What follows belongs to an exercise in optimizing a design on an open flow for small area, a short achievable clock period and few clock cycles per item; a production flow would make more cautious choices. At most, simulation tests tie the RTL to the original design; equivalence was not proved. Power figures rest on the tool's default switching activity, not on a simulated workload.

==> v10: inputs <==
// image_filter
module image_filter (
    input clk,
    input reset,
    input        in_valid,
    output       in_ready,
    input  [7:0] in_pixel,
    input [12:0] image_width,
    input [10:0] image_height,
    input [8:0] kernel_1,
    input [8:0] kernel_2,
    input [8:0] kernel_3,
    input [8:0] kernel_4,
    input [8:0] kernel_5,
    input [8:0] kernel_6,
    input [8:0] kernel_7,
    input [8:0] kernel_8,
    input [8:0] kernel_9,
    output       out_valid,
    output [7:0] out_pixel
);
Settings: LEC_CHECK=0, CAP_MARGIN=20, CORE_MARGIN=2, CORE_UTILIZATION=45, CTS_CLUSTER_DIAMETER=70, CTS_CLUSTER_SIZE=28, PLACE_DENSITY=0.6, SLEW_MARGIN=20; clock period 11.5 ns.
standard.sh (not shown) runs the stock make flow with config.mk's settings and CLKGATE_MAP_FILE= SYNTH_SCRIPT=/design/flow/synth_recipe.tcl, a recipe that flattens the netlist after the stock synthesis.
==> flow/flow/run.sh <==
#!/bin/bash
# Own layout flow: the standard ORFS flow (standard.sh, unchanged
# synthesis, floorplan, power grid, placement, CTS and routing) with
#  - port buffers of type buf_2 instead of the default delay buffer,
#  - repair_timing asked for more setup slack than the clock period needs
#    (the constraints and the clock period stay the design's),
#  - CTS sink clustering set here.
# Each tool's output goes to the ORFS logs under orfs/logs; make's own output
# goes to flow_make.log in this folder.
set -euo pipefail
MARGIN=${MARGIN:-7.4}
bash standard.sh \
  "BUFFER_PORTS_ARGS=-buffer_cell sky130_fd_sc_hd__buf_2" \
  "SETUP_SLACK_MARGIN=$MARGIN" \
  "CTS_ARGS=-sink_clustering_enable -repair_clock_nets -sink_clustering_size 28 -sink_clustering_max_diameter 70" \
  finish > flow_make.log 2>&1
==> v4 (differences from v10) <==
==> flow/run.sh (new file) <==
#!/bin/bash
# synth_recipe.tcl (not shown) runs the flow's synth.tcl, then flattens the netlist and writes it again
# the make line also repeats each setting of config.mk as NAME=value (left out here)
make -C /OpenROAD-flow-scripts/flow DESIGN_CONFIG=/design/flow/config.mk WORK_HOME=/design/flow/orfs CLKGATE_MAP_FILE= SYNTH_SCRIPT=/design/flow/synth_recipe.tcl finish
removed: flow/flow/run.sh
removed: flow/standard.sh
==> comparison table <==
|  | v10 | v4 |
|---|---|---|
| Outcome | finished clean | finished clean |
| Maximum achievable frequency | 252.7 MHz | 243.4 MHz |
| Critical path start-end classification | flop to flop | flop to primary output |
| Setup WS post-layout | 7.543 ns | 7.391 ns |
| NonClk Buf Share | 0.7106% | 1.051% |
| Count of buffering cells on the critical path with inverters included | 2 | 1 |
| Required time worst endpoint | 12.28 ns | 9.20 ns |
| Worst hold margin | 0.3364 ns | 0.3382 ns |
| Final clock skew | 0.1065 ns | 0.05609 ns |
| Clock network power consumption | 8.86 mW | 8.73 mW |
| Sequential portion of the cell area | 78.51% | 78.29% |
| Total power draw | 32.55 mW | 32.51 mW |
| Gates resized, CTS repair | 3 | 0 |
| Internal Dissipation | 24.34 mW | 24.30 mW |
| Clock share of power | 27.2% | 26.9% |
| Setup crit end kind | flop | primary output |
| Global routing usage on met2 | 19.87% | 19.99% |
| Net switching fraction of the power | 25.22% | 25.25% |
| Power Combinational | 4.66 mW | 4.75 mW |
| Clock Buffer Count | 271 | 258 |
Testbench counts of v10, summed over its fixed seeds: cycles 44,250, items 33,706.
Testbench counts of v4, summed over its fixed seeds: cycles 44,250, items 33,706.


==> inputs of run a <==
image_filter, a different RTL version from the one above (not shown whole).
clock: 11.5 ns
lec_check: 0
cap_margin: 20
core_margin: 2
core_utilization: 45
place_density: 0.6
slew_margin: 20
run.sh (not shown) runs the stock make flow with config.mk's settings and CLKGATE_MAP_FILE= SYNTH_SCRIPT=/design/flow/synth_recipe.tcl, a recipe that flattens the netlist after the stock synthesis.
Stock flow here: none of the scripts above is used.
==> run b (differences from run a) <==
- CTS_CLUSTER_DIAMETER: not set -> 80
- CTS_CLUSTER_SIZE: not set -> 32
==> comparison <==
Global-route usage: run a is higher than run b (0.41 points).
In flip-flop and latch count, run a and run b do not differ.
In die area, run b and run a do not differ.
In fmax, run a and run b hardly differ.
Of run b and run a, run b has the higher non-clock buffer count (gap 2).
In synthesized cell count, run b and run a do not differ.
Function was not checked in any run of this note: the RTL went through the layout flow alone.


==> inputs of lagoon <==
image_filter, a different RTL version from the one above (not shown whole).
clock: 11.5 ns
lec_check: 0
cap_margin: 20
core_margin: 2
core_utilization: 45
cts_cluster_diameter: 70
cts_cluster_size: 28
place_density: 0.6
slew_margin: 20
standard.sh (not shown) runs the stock make flow with config.mk's settings and CLKGATE_MAP_FILE= SYNTH_SCRIPT=/design/flow/synth_recipe.tcl, a recipe that flattens the netlist after the stock synthesis.
==> flow/flow/run.sh <==
#!/bin/bash
set -euo pipefail
MARGIN=${MARGIN:-7.75}
bash standard.sh \
  "SYNTH_ARGS=-noabc" \
  "BUFFER_PORTS_ARGS=-buffer_cell sky130_fd_sc_hd__buf_2" \
  "PRE_RESIZE_TCL=$PWD/flow/pre_resize.tcl" \
  "SETUP_SLACK_MARGIN=$MARGIN" \
  "CTS_ARGS=-sink_clustering_enable -repair_clock_nets -sink_clustering_size 28 -sink_clustering_max_diameter 70 -dont_use_dummy_load" \
  finish > flow_make.log 2>&1
==> flow/flow/pre_resize.tcl <==
# Fanout limit for repair_design, so that high-fanout nets (the line buffer
# shift enable) get a balanced buffer tree. Timing constraints are unchanged.
set_max_fanout 32 [current_design]
==> inputs of pepper, as changes to lagoon <==
Settings changed: CORE_UTILIZATION 45 to 65, PLACE_DENSITY 0.6 to 0.75.
==> inputs of onyx, as changes to lagoon <==
==> flow/run.sh (new file) <==
#!/bin/bash
# synth_recipe.tcl (not shown) runs the flow's synth.tcl, then flattens the netlist and writes it again
# the make line also repeats each setting of config.mk as NAME=value (left out here)
make -C /OpenROAD-flow-scripts/flow DESIGN_CONFIG=/design/flow/config.mk WORK_HOME=/design/flow/orfs CLKGATE_MAP_FILE= SYNTH_SCRIPT=/design/flow/synth_recipe.tcl finish
Settings changed: CTS_CLUSTER_DIAMETER 70 to 80, CTS_CLUSTER_SIZE 28 to 32.
removed: flow/flow/run.sh
removed: flow/flow/pre_resize.tcl
removed: flow/standard.sh
==> inputs of maple, as changes to lagoon <==
==> flow/flow/run.sh (replaced) <==
#!/bin/bash
# Own layout flow: the standard ORFS flow (standard.sh, unchanged
# synthesis, floorplan, power grid, placement, CTS and routing) with
#  - port buffers of type buf_2 instead of the default delay buffer,
#  - a fanout limit for repair_design (flow/pre_resize.tcl),
#  - repair_timing asked for more setup slack than the clock period needs
#    (the constraints and the clock period stay the design's),
#  - CTS sink clustering set here.
# Each tool's output goes to the ORFS logs under orfs/logs; make's own output
# goes to flow_make.log in this folder.
set -euo pipefail
MARGIN=${MARGIN:-7.9}
bash standard.sh \
  "BUFFER_PORTS_ARGS=-buffer_cell sky130_fd_sc_hd__buf_2" \
  "PRE_RESIZE_TCL=$PWD/flow/pre_resize.tcl" \
  "SETUP_SLACK_MARGIN=$MARGIN" \
  "CTS_ARGS=-sink_clustering_enable -repair_clock_nets -sink_clustering_size 28 -sink_clustering_max_diameter 70" \
  finish > flow_make.log 2>&1
==> flow/flow/pre_resize.tcl (replaced) <==
# Fanout limit for repair_design, so that high-fanout nets (the line buffer
# shift enable) get a balanced buffer tree. Timing constraints are unchanged.
set_max_fanout 20 [current_design]
==> comparison table <==
quantity                                                                            onyx                              lagoon                    pepper                     maple
Worst Hold Launch                                              conv_unit.t1_15_6$_DFF_P_  buffer_unit.line_b.s7[0]$_DFFE_PP_  conv_unit.t1_1_0$_DFF_P_  conv_unit.t2_0_0$_DFF_P_
Multi-input gate share of the layout cell area                                     11.9%                               12.4%                     12.5%                     11.7%
Maximum number of pins on one net before global-route repair                         211                                  33                        33                        30
Status                                                          timing/DRC/antenna clean            timing/DRC/antenna clean  timing/DRC/antenna clean  timing/DRC/antenna clean
RSZ-0062 raised after global routing                                                  no                                 yes                        no                       yes
Post-synth cell types                                                                 54                                  61                        61                        54
Inserted tap cell count                                                            4,578                               4,557                     3,167                     4,578
Power in the clock group                                                       0.00807 W                           0.00788 W                 0.00769 W                 0.00857 W
Cell Area, Placed                                                          163,000 sq um                       162,000 sq um             161,000 sq um             165,000 sq um
Vias                                                                              57,700                              56,700                    58,100                    58,900
Area added between synthesis and finish                                            8.24%                               8.41%                     7.04%                     9.82%
Average via count per standard cell                                                 4.80                                4.87                      5.69                      4.78
Share of the clock period used by the worst path after layout                      37.1%                               32.5%                     31.8%                     33.3%
Maximum ir drop on the vdd rail                                                 0.225 mV                            0.238 mV                  0.216 mV                  0.186 mV
GRT Max-Usage Layer                                                                 met1                                met2                      met2                      met1
Sum of internal, switching and leakage power                                    0.0330 W                            0.0326 W                  0.0323 W                  0.0334 W
Via count of the first global-routing pass                                        59,100                              58,300                    61,600                    60,400
Met3 GRT Util                                                                      2.36%                               1.76%                     2.74%                     2.18%
Antenna Diode Count                                                                   10                                  22                         7                        15
Register fraction of the total cell area                                           78.8%                               79.3%                     80.3%                     77.7%
Fraction of the mapped netlist area in adder cells                                 8.54%                               8.65%                     8.65%                     8.54%
Global-route total usage across every layer                                        13.7%                               14.0%                     23.0%                     14.1%
Number of cells in the design after placement                                     11,700                              11,400                    10,000                    12,000
Inverters                                                                            667                                 217                       217                       667
Number of standard cells after synthesis                                           7,089                               6,588                     6,588                     7,089
Maximum buffer depth of the clock tree                                                 4                                   4                         3                         4
Final nets                                                                         8,159                               7,874                     7,865                     8,424
Testbench counts of lagoon, summed over its fixed seeds: cycles 44,250, items 33,706.
Testbench counts of pepper, summed over its fixed seeds: cycles 44,250, items 33,706.
Testbench counts of onyx, summed over its fixed seeds: cycles 44,250, items 33,706.
Testbench counts of maple, summed over its fixed seeds: cycles 44,250, items 33,706.

-- port drivers added, routing unchanged --
The results above use ideal ports. As a check the final layouts listed here were re-extracted and re-timed, cells and wires unchanged.
Step 1, drivers: a clkbuf_16 drives clk and a buf_2 each remaining input, both assumed.
Step 2, shift: input delay + t, output delay - t, t = (earliest + latest rising clock arrival at the registers) / 2. This alone moves slack from input paths to output paths.
Three values: ideal ports, drivers, drivers and shift; two values: the first two.
run	t (ns)	slack for setup (ns)	clock arrival spread, ns	cell pins on the clock port's net
v10	1.012	7.543 / 7.543 / 7.543	0.125 / 0.124	1
v4	1.000	7.391 / 7.289 / 7.490	0.069 / 0.069	1
run a	1.016	6.269 / 6.269 / 6.269	0.070 / 0.070	1
run b	0.979	6.275 / 6.275 / 6.275	0.082 / 0.082	1
lagoon	0.981	7.766 / 7.663 / 7.959	0.150 / 0.151	1
pepper	0.915	7.841 / 7.741 / 7.958	0.142 / 0.143	1
onyx	1.004	7.236 / 7.129 / 7.353	0.075 / 0.076	1
maple	0.992	7.665 / 7.570 / 7.916	0.107 / 0.107	1
After both steps every run listed still meets setup and hold.
